What follows belongs to an exercise in optimizing a design on an open flow for a short achievable clock period and few clock cycles; a production flow would make more cautious choices. Where RTL was checked, it was by simulation tests only, not by an equivalence proof against the original. No functional check of the RTL was part of run 1. Power is estimated from default activity; no workload was simulated.

==> design/flow/design.v <==
module riscv_core (
    input  clock,
    input  reset,
    output [31:0] bus_address,
    input  [31:0] bus_read_data,
    output [31:0] bus_write_data,
    output [3:0]  bus_byte_enable,
    output        bus_read_enable,
    output        bus_write_enable,
    input  [31:0] inst,
    output [31:0] pc
);
    localparam [29:0] RESET_PC = 30'h00100000;  
    logic [31:2] pc_f;
    logic [1:0]  btb_ctr [0:31];
    logic [15:2] btb_tgt [0:31];
    logic        valid_d;
    logic        stall_r;     
    logic [31:0] inst_d;
    logic [31:0] oh1_d, oh2_d;    
    logic [31:2] pc_d, pc4_d;
    logic        pt_d;        
    logic [1:0]  ctr_d;       
    logic [31:2] ptgt_d;      
    logic        valid_x;
    logic [31:0] opa_x, opb_x;    
    logic [31:0] sha_x;           
    logic [4:0]  shl_x, shr_x;    
    logic [31:0] sd_x, rs1v_x, imm_x;
    logic        fs_l_x;      
    logic [31:2] pc_x, pc4_x, pcimm_x, ptgt_x;
    logic        pt_x;
    logic [1:0]  ctr_x;
    logic        is_branch_x, is_jal_x, is_jalr_x, is_load_x, is_store_x, is_sfb_x;
    logic        wr_x;
    logic [4:0]  rd_x;
    logic [2:0]  f3_x;
    logic        op_add_x, op_sll_x, op_sr_x, op_sra_x, op_slt_x, op_sltu_x, sub_x;
    logic [3:0]  lut_x;       
    logic        c_eq_x, c_ne_x, c_lt_x, c_ge_x, c_ltu_x, c_geu_x;
    logic [31:0] res_m;
    logic        wr_m;
    logic [4:0]  rd_m;
    logic        re_m, we_m;
    logic [31:0] wdata_m;
    logic [3:0]  be_m;
    logic [2:0]  f3_m;
    logic        mis_m;       
    logic        jalr_m, tk_m;
    logic [31:2] jt_m, pcimm_m, pc4_m;
    logic [31:2] tgt_m;
    logic [31:0] regs [1:31];
    logic        upd_v;
    logic [4:0]  upd_idx;
    logic [15:2] upd_tgt;
    logic [1:0]  upd_ctr;
    assign pc = {pc_f, 2'b00};
    logic [4:0]  f_idx;
    logic        f_taken;
    logic [31:2] f_tgt;
    logic [1:0]  f_ctr;
    logic [31:2] pc4_f;
    assign f_idx   = pc_f[6:2];
    assign f_ctr   = btb_ctr[f_idx];
    assign f_taken = f_ctr[1];
    assign f_tgt   = {pc_f[31:16], btb_tgt[f_idx]};
    assign pc4_f   = pc_f + 30'd1;
    logic [6:0] opcode_f;
    logic [4:0] rs1_f, rs2_f;
    logic       uses1_f, uses2_f;
    logic [31:0] oh1_f, oh2_f;
    assign opcode_f = inst[6:0];
    assign rs1_f    = inst[19:15];
    assign rs2_f    = inst[24:20];
    assign uses1_f  = opcode_f == 7'b1100111 || opcode_f == 7'b1100011 ||
                      opcode_f == 7'b0000011 || opcode_f == 7'b0100011 ||
                      opcode_f == 7'b0010011 || opcode_f == 7'b0110011;
    assign uses2_f  = opcode_f == 7'b1100011 || opcode_f == 7'b0110011;
    always_comb begin
        for (int i = 0; i < 32; i++) begin
            oh1_f[i] = i != 0 && rs1_f == i;
            oh2_f[i] = i != 0 && rs2_f == i;
        end
    end
    logic [6:0] opcode_d;
    logic [4:0] rd_d, rs1_d, rs2_d;
    logic [2:0] f3_d;
    logic       f7b5_d;
    assign opcode_d = inst_d[6:0];
    assign rd_d     = inst_d[11:7];
    assign f3_d     = inst_d[14:12];
    assign rs1_d    = inst_d[19:15];
    assign rs2_d    = inst_d[24:20];
    assign f7b5_d   = inst_d[30];
    logic is_lui_d, is_auipc_d, is_jal_d, is_jalr_d, is_branch_d, is_load_d;
    logic is_store_d, is_opimm_d, is_op_d, is_alu_d;
    assign is_lui_d    = opcode_d == 7'b0110111;
    assign is_auipc_d  = opcode_d == 7'b0010111;
    assign is_jal_d    = opcode_d == 7'b1101111;
    assign is_jalr_d   = opcode_d == 7'b1100111;
    assign is_branch_d = opcode_d == 7'b1100011;
    assign is_load_d   = opcode_d == 7'b0000011;
    assign is_store_d  = opcode_d == 7'b0100011;
    assign is_opimm_d  = opcode_d == 7'b0010011;
    assign is_op_d     = opcode_d == 7'b0110011;
    assign is_alu_d    = is_op_d | is_opimm_d;
    logic writes_d;
    assign writes_d = (is_lui_d | is_auipc_d | is_jal_d | is_jalr_d | is_load_d | is_alu_d)
                      && rd_d != 5'd0;
    logic is_sfb_d;
    assign is_sfb_d = is_branch_d && inst_d[31:25] == 7'b0 && inst_d[11:7] == 5'b01000;
    logic is_sll_d, is_sr_d;
    assign is_sll_d = is_alu_d && f3_d == 3'b001;
    assign is_sr_d  = is_alu_d && f3_d == 3'b101;
    logic [31:0] imm_d;
    always_comb begin
        if (is_store_d)
            imm_d = {{21{inst_d[31]}}, inst_d[30:25], inst_d[11:7]};
        else if (is_branch_d)
            imm_d = {{20{inst_d[31]}}, inst_d[7], inst_d[30:25], inst_d[11:8], 1'b0};
        else if (is_lui_d | is_auipc_d)
            imm_d = {inst_d[31:12], 12'b0};
        else if (is_jal_d)
            imm_d = {{12{inst_d[31]}}, inst_d[19:12], inst_d[20], inst_d[30:21], 1'b0};
        else
            imm_d = {{21{inst_d[31]}}, inst_d[30:20]};
    end
    logic [31:2] pcimm_d;
    assign pcimm_d = pc_d + imm_d[31:2];
    logic [31:0] rf1_d, rf2_d;
    always_comb begin
        rf1_d = 32'b0;
        rf2_d = 32'b0;
        for (int i = 1; i < 32; i++) begin
            rf1_d = rf1_d | ({32{oh1_d[i]}} & regs[i]);
            rf2_d = rf2_d | ({32{oh2_d[i]}} & regs[i]);
        end
    end
    logic hx1, hx2, hm1, hm2;
    assign hx1 = valid_x && wr_x && rd_x == rs1_d;
    assign hx2 = valid_x && wr_x && rd_x == rs2_d;
    assign hm1 = wr_m && rd_m == rs1_d;
    assign hm2 = wr_m && rd_m == rs2_d;
    logic a_rs1_d, b_rs2_d, link_d;
    assign a_rs1_d = is_branch_d | is_load_d | is_store_d | is_alu_d;
    assign b_rs2_d = is_branch_d | is_op_d;
    assign link_d  = is_jal_d | is_jalr_d;
    logic [31:0] result_x, mres_m;
    logic [31:0] r1_d, r2_d;
    assign r1_d = hx1 ? result_x : hm1 ? mres_m : rf1_d;
    assign r2_d = hx2 ? result_x : hm2 ? mres_m : rf2_d;
    logic [31:0] opb_d;
    assign opb_d = b_rs2_d ? r2_d : link_d ? 32'b0 : imm_d;
    logic [31:0] ld_m;
    logic [31:0] a_x, b_x, s_x;
    assign a_x = opa_x;
    assign b_x = opb_x;
    assign s_x = fs_l_x ? ld_m : sd_x;
    logic [32:0] sum33_x;
    logic [31:0] sum_x;
    assign sum33_x = {a_x, 1'b1} + {b_x ^ {32{sub_x}}, sub_x};
    assign sum_x   = sum33_x[32:1];
    logic eq_x, ltu_x, lt_x;
    assign eq_x  = a_x == b_x;
    assign ltu_x = a_x < b_x;
    assign lt_x  = (a_x[31] ^ b_x[31]) ? a_x[31] : ltu_x;
    logic [31:0] sll_x, sr_x;
    logic [63:0] sr64_x;
    assign sll_x  = sha_x << shl_x;
    assign sr64_x = {{32{op_sra_x & sha_x[31]}}, sha_x} >> shr_x;
    assign sr_x   = sr64_x[31:0];
    logic [31:0] lg_x;
    assign lg_x = ({32{lut_x[3]}} &  a_x &  b_x) | ({32{lut_x[2]}} &  a_x & ~b_x)
                | ({32{lut_x[1]}} & ~a_x &  b_x) | ({32{lut_x[0]}} & ~a_x & ~b_x);
    assign result_x = ({32{op_add_x}} & sum_x)
                    | ({32{op_sll_x}} & sll_x)
                    | ({32{op_sr_x}}  & sr_x)
                    | lg_x
                    | {31'b0, (op_slt_x & lt_x) | (op_sltu_x & ltu_x)};
    logic cond_x;
    assign cond_x = (c_eq_x & eq_x) | (c_ne_x & ~eq_x) | (c_lt_x & lt_x) | (c_ge_x & ~lt_x)
                  | (c_ltu_x & ltu_x) | (c_geu_x & ~ltu_x);
    logic [31:0] jt_x;
    assign jt_x = rs1v_x + imm_x;
    logic        jc2_x;
    logic [29:0] ja_x, jb_x, jk_x, jco_x;
    logic        jok_x;
    assign jc2_x = (rs1v_x[1] & imm_x[1]) | ((rs1v_x[1] ^ imm_x[1]) & rs1v_x[0] & imm_x[0]);
    assign ja_x  = rs1v_x[31:2];
    assign jb_x  = imm_x[31:2];
    assign jk_x  = ptgt_x;
    assign jco_x = (ja_x & jb_x) | ((ja_x ^ jb_x) & ~jk_x);
    assign jok_x = (ja_x ^ jb_x ^ jk_x) == {jco_x[28:0], jc2_x};
    logic redirect_m;
    logic tgt_ok_x, sfb_ok_x, bmis_x, jmis_x, emis_x, redirect_x, kill_d;
    logic [31:2] etgt_x;
    assign tgt_ok_x   = ptgt_x == pcimm_x;
    assign sfb_ok_x   = is_sfb_x && valid_d && !pt_d;
    assign bmis_x     = is_branch_x && !sfb_ok_x && (cond_x ? !(pt_x && tgt_ok_x) : pt_x);
    assign jmis_x     = is_jalr_x && !(pt_x && jok_x);
    assign emis_x     = is_jal_x ? !(pt_x && tgt_ok_x) : pt_x && !is_branch_x && !is_jalr_x;
    assign etgt_x     = is_jal_x ? pcimm_x : pc4_x;
    assign redirect_x = valid_x && !redirect_m && emis_x;
    assign kill_d     = valid_x && !redirect_m && sfb_ok_x && cond_x;
    assign redirect_m = mis_m;
    assign tgt_m      = jalr_m ? jt_m : tk_m ? pcimm_m : pc4_m;
    assign bus_address      = res_m;
    assign bus_read_enable  = re_m;
    assign bus_write_enable = we_m;
    assign bus_write_data   = wdata_m;
    assign bus_byte_enable  = be_m;
    logic [31:0] ld_sh_m;
    assign ld_sh_m = bus_read_data >> {res_m[1:0], 3'b000};
    always_comb
        case (f3_m[1:0])
            2'b00:   ld_m = {{24{~f3_m[2] & ld_sh_m[7]}}, ld_sh_m[7:0]};
            2'b01:   ld_m = {{16{~f3_m[2] & ld_sh_m[15]}}, ld_sh_m[15:0]};
            default: ld_m = bus_read_data;
        endcase
    assign mres_m = re_m ? ld_m : res_m;
    logic stall_next;
    assign stall_next = !stall_r && valid_d && is_load_d && writes_d &&
                        !redirect_m && !redirect_x && !kill_d &&
                        ((uses1_f && rs1_f == rd_d) || (uses2_f && rs2_f == rd_d));
    always_ff @(posedge clock or posedge reset)
        if (reset)
            pc_f <= RESET_PC;
        else if (redirect_m)
            pc_f <= tgt_m;
        else if (redirect_x)
            pc_f <= etgt_x;
        else if (!stall_r)
            pc_f <= f_taken ? f_tgt : pc4_f;
    always_ff @(posedge clock or posedge reset)
        if (reset) begin
            valid_d <= 1'b0;
            stall_r <= 1'b0;
            valid_x <= 1'b0;
            re_m    <= 1'b0;
            we_m    <= 1'b0;
            wr_m    <= 1'b0;
            mis_m   <= 1'b0;
            upd_v   <= 1'b0;
        end else begin
            if (redirect_m || redirect_x)
                valid_d <= 1'b0;
            else if (!stall_r)
                valid_d <= 1'b1;
            stall_r <= stall_next;
            valid_x <= valid_d && !stall_r && !redirect_m && !redirect_x && !kill_d;
            re_m    <= valid_x && !redirect_m && is_load_x;
            we_m    <= valid_x && !redirect_m && is_store_x;
            wr_m    <= valid_x && !redirect_m && wr_x;
            mis_m   <= valid_x && !redirect_m && (bmis_x || jmis_x);
            upd_v   <= valid_x && !redirect_m && !is_sfb_x &&
                       (is_jal_x || is_branch_x || jmis_x || emis_x);
        end
    always_ff @(posedge clock)
        if (!stall_r) begin
            inst_d <= inst;
            oh1_d  <= oh1_f;
            oh2_d  <= oh2_f;
            pc_d   <= pc_f;
            pc4_d  <= pc4_f;
            pt_d   <= f_taken;
            ctr_d  <= f_ctr;
            ptgt_d <= f_tgt;
        end
    always_ff @(posedge clock) begin
        opa_x   <= a_rs1_d ? r1_d :
                   is_lui_d ? 32'b0 : is_auipc_d ? {pc_d, 2'b00} : {pc4_d, 2'b00};
        opb_x   <= opb_d;
        sha_x   <= is_sll_d | is_sr_d ? r1_d : 32'b0;
        shl_x   <= is_sll_d ? opb_d[4:0] : 5'b0;
        shr_x   <= is_sr_d ? opb_d[4:0] : 5'b0;
        sd_x    <= r2_d;
        rs1v_x  <= r1_d;
        imm_x   <= imm_d;
        fs_l_x  <= hx2 && is_load_x;
        pc_x    <= pc_d;
        pc4_x   <= pc4_d;
        pcimm_x <= pcimm_d;
        pt_x    <= pt_d;
        ctr_x   <= ctr_d;
        ptgt_x  <= ptgt_d;
        is_branch_x <= is_branch_d;
        is_jal_x    <= is_jal_d;
        is_jalr_x   <= is_jalr_d;
        is_load_x   <= is_load_d;
        is_store_x  <= is_store_d;
        is_sfb_x    <= is_sfb_d && !pt_d;
        wr_x    <= writes_d;
        rd_x    <= rd_d;
        f3_x    <= f3_d;
        sub_x     <= is_op_d && f3_d == 3'b000 && f7b5_d;
        op_add_x  <= !is_alu_d || f3_d == 3'b000;
        op_sll_x  <= is_sll_d;
        op_slt_x  <= is_alu_d && f3_d == 3'b010;
        op_sltu_x <= is_alu_d && f3_d == 3'b011;
        op_sr_x   <= is_sr_d;
        op_sra_x  <= f7b5_d;
        lut_x[3]  <= is_alu_d && (f3_d == 3'b110 || f3_d == 3'b111);
        lut_x[2]  <= is_alu_d && (f3_d == 3'b100 || f3_d == 3'b110);
        lut_x[1]  <= is_alu_d && (f3_d == 3'b100 || f3_d == 3'b110);
        lut_x[0]  <= 1'b0;
        c_eq_x  <= f3_d == 3'b000;
        c_ne_x  <= f3_d == 3'b001;
        c_lt_x  <= f3_d == 3'b100;
        c_ge_x  <= f3_d == 3'b101;
        c_ltu_x <= f3_d == 3'b110;
        c_geu_x <= f3_d == 3'b111;
    end
    always_ff @(posedge clock) begin
        res_m  <= result_x;
        rd_m   <= rd_x;
        f3_m   <= f3_x;
        jalr_m  <= is_jalr_x;
        tk_m    <= cond_x;
        jt_m    <= jt_x[31:2];
        pcimm_m <= pcimm_x;
        pc4_m   <= pc4_x;
        case (f3_x[1:0])
            2'b00:   wdata_m <= {4{s_x[7:0]}};
            2'b01:   wdata_m <= {2{s_x[15:0]}};
            default: wdata_m <= s_x;
        endcase
        case (f3_x[1:0])
            2'b00:   be_m <= 4'b0001 << sum_x[1:0];
            2'b01:   be_m <= sum_x[1] ? 4'b1100 : 4'b0011;
            default: be_m <= 4'b1111;
        endcase
    end
    always_ff @(posedge clock)
        if (wr_m)
            regs[rd_m] <= mres_m;
    always_ff @(posedge clock) begin
        upd_idx <= pc_x[6:2];
        upd_tgt <= is_jalr_x ? jt_x[15:2] : pcimm_x[15:2];
        if (is_jal_x || is_jalr_x)
            upd_ctr <= 2'b11;
        else if (!is_branch_x)
            upd_ctr <= 2'b01;
        else if (cond_x)
            upd_ctr <= ctr_x == 2'b11 ? 2'b11 : ctr_x + 2'd1;
        else
            upd_ctr <= ctr_x == 2'b00 ? 2'b00 : ctr_x - 2'd1;
    end
    always_ff @(posedge clock or posedge reset)
        if (reset) begin
            for (int i = 0; i < 32; i++) btb_ctr[i] <= 2'b01;
        end else if (upd_v) begin
            btb_ctr[upd_idx] <= upd_ctr;
        end
    always_ff @(posedge clock)
        if (upd_v)
            btb_tgt[upd_idx] <= upd_tgt;
endmodule
==> design/flow/flow/run.sh <==
#!/bin/bash
# Standard layout, with timing repair aimed well below the 9 ns clock.
set -euo pipefail
bash standard.sh SETUP_SLACK_MARGIN=6.5 finish > standard_flow.log 2>&1
==> design/flow/standard.sh <==
#!/bin/bash
# synth_recipe.tcl (not shown) runs the flow's synth.tcl, then flattens the netlist and writes it again
# the make line also repeats each setting of config.mk as NAME=value (left out here)
make -C /OpenROAD-flow-scripts/flow DESIGN_CONFIG=/design/flow/config.mk WORK_HOME=/design/flow/orfs CLKGATE_MAP_FILE= SYNTH_SCRIPT=/design/flow/synth_recipe.tcl "${@:-finish}"
==> design/flow/config.mk <==
export PLATFORM = sky130hd
export DESIGN_NAME = riscv_core
export DESIGN_NICKNAME = riscv_core
export VERILOG_FILES = /design/flow/design.v
export SDC_FILE = /design/flow/constraint.sdc
export NUM_CORES = 8
export LEC_CHECK = 0
export ABC_CLOCK_PERIOD_IN_PS = 2500
export CAP_MARGIN = 20
export CORE_MARGIN = 2
export CORE_UTILIZATION = 40
export SETUP_SLACK_MARGIN = 5
export SLEW_MARGIN = 20
==> design/flow/constraint.sdc <==
create_clock -name core_clock -period 9.0 [get_ports {clock}]
set_input_delay 1.8000 -clock core_clock [delete_from_list [all_inputs] [get_ports {clock}]]
set_output_delay 1.8000 -clock core_clock [all_outputs]
set_load 0.01 [all_outputs]
==> flow_summary.yaml, run 1 <==
status:
  status: "finished clean"
pwr:
  power.density_nw_per_um2: 295
  power_frac_comb: 0.349
  internal_power_uw: 24500
  p_sw_uw: 12600
  p_leak_uw: 0.0444
  pwr-share-seq: 0.394
  clockPowerShare: 0.257
  ir_worst_vdd_mv: 0.219
  swShare: 0.338
finish:
  layout.nets: 8237
  syn_to_final_growth_pct: 29.4
  fin_cells: 11400
  drive_above_1_share: 0.345
logic_synthesis:
  ys_seq_elements: 2231
  yosys.area.top_type: "edfxtp_1"
  synth_flop_cell: "edfxtp_1"
  synthCells: 7108
  synth_area_sq_um: 97000
  synth-warning-count: 2
  async_flop_share: 0.0457
  ys_types: 85
  syn_area_per_cell_sq_um: 13.6
  synth.area.top_cells: "edfxtp_1, dfxtp_1, mux4_2"
  yosysMostFrequentCell: "edfxtp_1"
  yosysTopAreaCellShare: 0.499
  synth_common_cells: "edfxtp_1, dfxtp_1, a22oi_1, clkbuf_1, nor2_1"
  yosysSeqAreaShare: 0.632
  synth_edf_count: 1610
die:
  io_pins: 168
  rows: 180
  die_y_um: 496
  die_w_um: 496
  start_util: 0.403
  die_area_sq_um: 246000
  core_area_sq_um: 241000
place:
  place_ws_ns: 3.66
  dp_hpwl_mm: 253
  place.port_buffers: 165
  gp_congestion: 1.02
  dp.cells: 10200
worst_setup_path:
  r2r-start: "inst_d[4]"
  critPathKind: "flop to flop"
  worstPathMaxFanout: 5
  path_cells: "buf_6, nand2b_4, nor2_4, and3_4, nand2_4, mux2i_2, o31ai_2, buf_4, ha_4, buf_4, nand2_1, o31ai_4, a41oi_2, a31oi_4, a221oi_4, o21ai_1, a21oi_2, xnor2_1"
  crit_arrival_ns: 4.55
  crit_slowest_cell: "edfxtp_1"
  critPathMaxStageDelay_ns: 0.45
  rrSetupSlack_ns: 5.26
  reg2reg_depth: 18
  r2r_end: "pcimm_x[31]"
  cpMostUsedCell: "buf_4"
  cp_top_family: "compound AO/OA/AOI/OAI gates"
  cp.buffers_inverters: 3
  setup.worst_path.start_class: "flop"
  cp-end-kind: "flop"
  worstPathRequired_ns: 9.82
flow_run:
  cap_violations: 0
timing:
  skew_ns: 0.0833
  layout_setup_ws_ns: 5.26
  hold_viol: 0
  rsz0062_at_grt: "yes"
  slew_headroom: 0.111
  setup_viol: 0
  worst_pin_slew_ns: 1.33
  finalMaxSlewViolations: 0
  timing.hold.ws_ns: 0.331
  period_share: 0.415
  fmax_mhz: 268
  min_period_ns: 3.74
  final.setup.tns_ns: 0
clock_network:
  root_buffer: "clkbuf_16"
  clockBufferDepth: 3
  clk_latency_ns: 0.90
  cts_hold_buf: 0
  cts_buffers: 217
  clk_pin_slew_ns: 0.07
  cts.sinks: 2231
  cts_tree: "built"
  htree_levels: 4
route:
  wl_per_cell_um: 40.3
  vias: 80200
  ant_nets: 0
  drc: 0
  wl_mm: 460
  drt-vias-per-instance: 7.03
  drt_iter0_drc: 16800
  drtPass1Iterations: 15
hold_path:
  holdPathEnd: "pc4_m[11]"
  worstHoldStart: "pc4_x[11]"
  hold_depth: 0
  hold_class: "flop to flop"
grt:
  grt.total_usage: 0.358
  grt_max_degree: 88
  grt_pass1_wl_mm: 610
  grt_remaining_overflow: 0
  grt_pass1_vias: 75100
  antenna_found_initial: 33
-- area by class of cell --
cell class	count	area [sq um]
Antenna cell	21	52.6
Fill cell	19500	115000
Clock buffer	282	6040
Multi-Input combinational cell	4270	39400
Timing Repair inverter	4	31.3
Tap cell	3185	3990
Clock inverter	124	1360
Inverter	184	769
Timing Repair Buffer	1105	12100
Sequential cell	2231	61700
-- metrics by stage --
step           cell area [sq um]  utilization  total power, uW
6_report                  126000        0.521            37100
5_1_grt                   125000        0.521            37900
4_1_cts                   122000        0.505            35400
3_5_place_dp              104000        0.431            22400
3_3_place_gp              104000        0.431            22300
2_1_floorplan              98500            -            19000
-- worst reg2reg max path: stages, from the launching register on --
cell      delay [ns]
edfxtp_1        0.45
buf_6           0.16
nand2b_4        0.17
nor2_4          0.14
and3_4          0.22
nand2_4         0.09
mux2i_2         0.16
o31ai_2         0.27
buf_4           0.21
ha_4            0.23
buf_4           0.17
nand2_1         0.17
o31ai_4         0.09
a41oi_2         0.26
a31oi_4         0.18
a221oi_4        0.31
o21ai_1         0.13
a21oi_2         0.14
xnor2_1         0.12
-- metal layers --
layer | share of wire | GRT usage | up-vias
li1 | - | - | 30300
met1 | 0.33 | 0.444 | 39400
met2 | 0.40 | 0.498 | 8158
met3 | 0.17 | 0.164 | 2312
met4 | 0.091 | 0.239 | 30
met5 | 0.00060 | 0.00251 | -
-- sequential cells by signal, summed over array words and instances, names as in the netlist, 31 cells and up --
register,cells
inst_d,32
sd_x,32
btb_tgt,448
regs,992
wdata_m,32
rs1v_x,32
btb_ctr,64
opb_x,32
oh1_d,31
sha_x,32
res_m,32
opa_x,32
imm_x,32
oh2_d,31
-- power by group through the flow --
| stage | sequential, uW | combinational [uW] | clock (uW) |
|---|---|---|---|
| after global placement | 14700 | 7570 | 0 |
| after floorplan | 14000 | 5000 | 0 |
| after detailed placement | 14800 | 7630 | 0 |
| after global routing | 14700 | 13300 | 9930 |
| final | 14600 | 12900 | 9540 |
| after CTS | 14600 | 11300 | 9520 |
-- layout by cell type, fill, tap and decap left out, drive strengths merged, types with 47 or more instances in the layout --
master / synthesis / layout
a222oi: 65 / 65
nor2: 368 / 369
clkbuf: 392 / 295
clkinv: 6 / 87
a21o: 65 / 65
buf: 82 / 1034
a21oi: 321 / 328
o211ai: 77 / 77
mux2: 184 / 209
a22oi: 392 / 392
ha: 128 / 128
inv: 178 / 177
a22o: 284 / 284
a221oi: 295 / 295
xor2: 106 / 106
nand3: 132 / 132
o21ai: 203 / 204
dfxtp: 519 / 519
xnor2: 110 / 110
a31oi: 39 / 52
nand2: 316 / 316
nand4: 160 / 160
dfrtp: 69 / 69
a211oi: 47 / 47
nor3: 124 / 124
mux2i: 147 / 147
mux4: 200 / 200
edfxtp: 1610 / 1610
-- how the worst max path moves through the flow --
stage | cells after the start | startpoint | to | slack (ns)
finish | 18 | inst_d[4] | pcimm_x[31] | 5.26
global route | 18 | inst_d[4] | pcimm_x[29] | 5.19
CTS | 16 | inst_d[4] | pcimm_x[31] | 5.29
detailed placement | 10 | bus_read_data[15] | opb_x[30] | 3.66
global placement | 11 | bus_read_data[23] | opb_x[16] | 3.71
floorplan | 8 | bus_read_data[31] | opb_x[25] | 5.28
-- cells by family (layout without fill, tap and decap cells) --
logic type               count (synthesis)  count (layout)  share of synthesized area
buffers and inverters                  658            1699                     0.0263
XOR/XNOR                               216             216                     0.0195
flip-flops                            2231            2231                      0.632
AND/OR/NAND/NOR                       1336            1338                     0.0663
AO/OA/AOI/OAI                         1975            1998                      0.150
other                                    1              23                  0.0000387
multiplexers                           531             556                     0.0830
adder cells (fa/ha/maj)                160             160                     0.0229
-- repair_timing --
action,4_1_cts,5_1_grt
endpoints found under the setup margin,2503,1702
resized for setup,1773,498
gates cloned,95,12
setup buffers,469,196
pin swaps,310,276
==> run 2, diff against run 1 <==
--- a/design/flow/design.v
+++ b/design/flow/design.v
@@ -46,8 +46,6 @@
     logic [3:0]  be_m;
     logic [2:0]  f3_m;
     logic        mis_m;       
-    logic        jalr_m, tk_m;
-    logic [31:2] jt_m, pcimm_m, pc4_m;
     logic [31:2] tgt_m;
     logic [31:0] regs [1:31];
     logic        upd_v;
@@ -203,7 +201,6 @@
     assign redirect_x = valid_x && !redirect_m && emis_x;
     assign kill_d     = valid_x && !redirect_m && sfb_ok_x && cond_x;
     assign redirect_m = mis_m;
-    assign tgt_m      = jalr_m ? jt_m : tk_m ? pcimm_m : pc4_m;
     assign bus_address      = res_m;
     assign bus_read_enable  = re_m;
     assign bus_write_enable = we_m;
@@ -314,11 +311,7 @@
         res_m  <= result_x;
         rd_m   <= rd_x;
         f3_m   <= f3_x;
-        jalr_m  <= is_jalr_x;
-        tk_m    <= cond_x;
-        jt_m    <= jt_x[31:2];
-        pcimm_m <= pcimm_x;
-        pc4_m   <= pc4_x;
+        tgt_m  <= is_jalr_x ? jt_x[31:2] : cond_x ? pcimm_x : pc4_x;
         case (f3_x[1:0])
             2'b00:   wdata_m <= {4{s_x[7:0]}};
             2'b01:   wdata_m <= {2{s_x[15:0]}};
==> flow_summary.yaml, run 2 <==
worst_setup_path:
  cp-end-kind: "flop"
  worstPathRequired_ns: 9.79
  crit_slowest_cell: "edfxtp_1"
  critPathMaxStageDelay_ns: 0.45
  path_cells: "nor2b_4, nor4b_4, nand2_2, o2111a_1, a311o_2, ha_4, and4_4, and2_4, a31oi_4, o21ai_4, a211oi_4, or3_4, and3_4, a311oi_2"
  crit_arrival_ns: 4.42
  worstPathMaxFanout: 4
  setup.worst_path.start_class: "flop"
  critPathKind: "flop to flop"
timing:
  setup_viol: 0
  fmax_mhz: 276
  hold_viol: 0
  slew_headroom: 0.153
  period_share: 0.403
  timing.hold.ws_ns: 0.339
  worst_pin_slew_ns: 1.27
  rsz0062_at_grt: "yes"
  finalMaxSlewViolations: 0
  skew_ns: 0.118
  final.setup.tns_ns: 0
  min_period_ns: 3.62
flow_run:
  cap_violations: 0
logic_synthesis:
  ys_types: 101
  synthCells: 7088
  synth_common_cells: "edfxtp_1, dfxtp_1, a22oi_1"
  synth_flop_cell: "edfxtp_1"
  yosys.area.top_type: "edfxtp_1"
  synth_area_sq_um: 96100
  yosysTopAreaCellShare: 0.503
  ys_seq_elements: 2169
  syn_area_per_cell_sq_um: 13.6
  yosysSeqAreaShare: 0.625
  yosysMostFrequentCell: "edfxtp_1"
  async_flop_share: 0.0470
  synth.area.top_cells: "edfxtp_1, dfxtp_1, mux4_2"
  synth-warning-count: 2
  synth_edf_count: 1610
route:
  drtPass1Iterations: 17
  ant_nets: 0
  wl_per_cell_um: 40.3
  wl_mm: 457
  drt_iter0_drc: 16900
  drt-vias-per-instance: 7.00
  vias: 79400
  drc: 0
die:
  die_area_sq_um: 244000
  core_area_sq_um: 238000
  rows: 179
  io_pins: 168
  die_y_um: 494
  start_util: 0.403
  die_w_um: 494
clock_network:
  cts_hold_buf: 0
  root_buffer: "clkbuf_16"
  clockBufferDepth: 3
  cts_buffers: 218
  htree_levels: 4
  clk_pin_slew_ns: 0.06
  clk_latency_ns: 0.91
  cts_tree: "built"
  cts.sinks: 2169
place:
  place.port_buffers: 165
  dp_hpwl_mm: 251
  gp_congestion: 0.996
grt:
  grt_pass1_vias: 74400
  grt_pass1_wl_mm: 611
  grt.total_usage: 0.360
  grt_remaining_overflow: 0
  antenna_found_initial: 22
  grt_max_degree: 153
finish:
  drive_above_1_share: 0.339
  largest_reg_flops: 992
  n_fill_cell: 19600
  final_common_cell: "edfxtp_1"
  final_cell_mix: "edfxtp_1, buf_4, a22oi_1, buf_6, dfxtp_1"
  reg_top3: "regs x992, btb_tgt x448, btb_ctr x64"
  largest_register: "regs"
  syn_to_final_growth_pct: 29.6
  layout.nets: 8177
pwr:
  power.density_nw_per_um2: 299
  ir_worst_vdd_mv: 0.235
  p_leak_uw: 0.0441
status:
  status: "finished clean"
hold_path:
  hold_class: "flop to flop"
## run 2: cell type report
type | instances | area [sq um] | share of cell area
Multi-Input combinational cell | 4278 | 39700 | 0.318
Timing Repair inverter | 4 | 37.5 | 0.000301
Antenna cell | 20 | 50.0 | 0.000402
Tap cell | 3167 | 3960 | 0.0318
Inverter | 216 | 872 | 0.00700
Clock buffer | 281 | 5930 | 0.0476
Clock inverter | 131 | 1660 | 0.0133
Sequential cell | 2169 | 60500 | 0.486
Timing Repair Buffer | 1066 | 11900 | 0.0957
## run 2: timing repair
item / CTS / global route
resized for setup: 1753 / 518
pin swaps: 260 / 279
gates cloned: 85 / 15
setup buffers: 421 / 193
setup endpoints to repair: 2507 / 1565
## run 2: cells by family (layout without fill, tap and decap cells)
| logic type | Yosys count | after routing | synth area share |
|---|---|---|---|
| AND/OR/NAND/NOR | 1380 | 1383 | 0.0706 |
| adder cells (fa/ha/maj) | 160 | 160 | 0.0231 |
| AO/OA/AOI/OAI | 1953 | 1974 | 0.151 |
| flip-flops | 2169 | 2169 | 0.625 |
| multiplexers | 525 | 549 | 0.0825 |
| buffers and inverters | 690 | 1698 | 0.0286 |
| XOR/XNOR | 210 | 210 | 0.0191 |
| other | 1 | 22 | 0.0000390 |
## run 2: per-stage QoR
step | utilization | instances | instance area (sq um) | setup slack [ns] | total power, uW
after global placement | 0.432 | 10200 | 103000 | 3.86 | 22200
final | 0.523 | 11300 | 125000 | 5.38 | 37300
after floorplan | - | 7089 | 97500 | 5.19 | 18800
after detailed placement | 0.432 | 10200 | 103000 | 3.82 | 22300
after global routing | 0.523 | 11300 | 125000 | 5.24 | 38100
after CTS | 0.505 | 11100 | 120000 | 5.41 | 35300
## run 2: report_power, final
| part | switching [uW] | total [uW] | internal, uW |
|---|---|---|---|
| clock | 4130 | 9650 | 5520 |
| combinational | 7210 | 13300 | 6110 |
| sequential | 1460 | 14300 | 12900 |
## run 2: path summary, 6_finish.rpt
check	startpoint	depth (start not counted)	slack, ns	end
max	inst_d[4]	14	5.38	pcimm_x[31]
min	ptgt_d[6]	0	0.34	ptgt_x[6]
max reg2reg	inst_d[4]	14	5.38	pcimm_x[31]
min reg2reg	ptgt_d[6]	0	0.34	ptgt_x[6]
max in group asynchronous	reset	3	6.84	pc_f[3]
min in group asynchronous	reset	2	1.55	we_m
## run 2: routing by layer
layer | track usage | routed length (um)
met5 | 0.00450 | 407
met2 | 0.507 | 185000
met3 | 0.151 | 74500
met1 | 0.450 | 154000
met4 | 0.242 | 42900
## run 2: worst max-delay path, delay by kind of cell, from the launching register on
family | cells | cell delay, ns
DFF | 1 | 0.45
AOI/OAI and AO/OA | 6 | 1.24
adders and majority gates | 1 | 0.31
and+or+nand+nor | 7 | 1.53
Testbench counts of run 2, summed over its fixed seeds: cycles 138,391.

==> port drivers added, routing unchanged <==
The results above use ideal ports. As a check the final layouts listed here were re-extracted and re-timed, cells and wires unchanged. Step 1 sets driving cells, clkbuf_16 on the clock port and buf_2 on the other inputs (assumed; they add their load-dependent delay and slew). Step 2, shift: input delay + t, output delay - t, t = (earliest + latest rising clock arrival at the registers) / 2. This alone moves slack from input paths to output paths. a / b / c = no drivers / after step 1 / after step 2; a / b = the first two.
run | t, ns | slack for setup (ns) | hold WS [ns] | worst setup path after step 2 | cell pins on the clock port's net
run 1 | 0.955 | 5.262 / 5.262 / 4.706 | 0.331 / 0.331 / 0.331 | input to register | 1
run 2 | 0.948 | 5.377 / 5.377 / 4.706 | 0.339 / 0.339 / 0.339 | input to register | 1
After both steps every run listed still meets setup and hold. For run 2, which loses most, drivers alone change the setup slack by 0.000 ns; drivers and shift together by -0.671 ns.
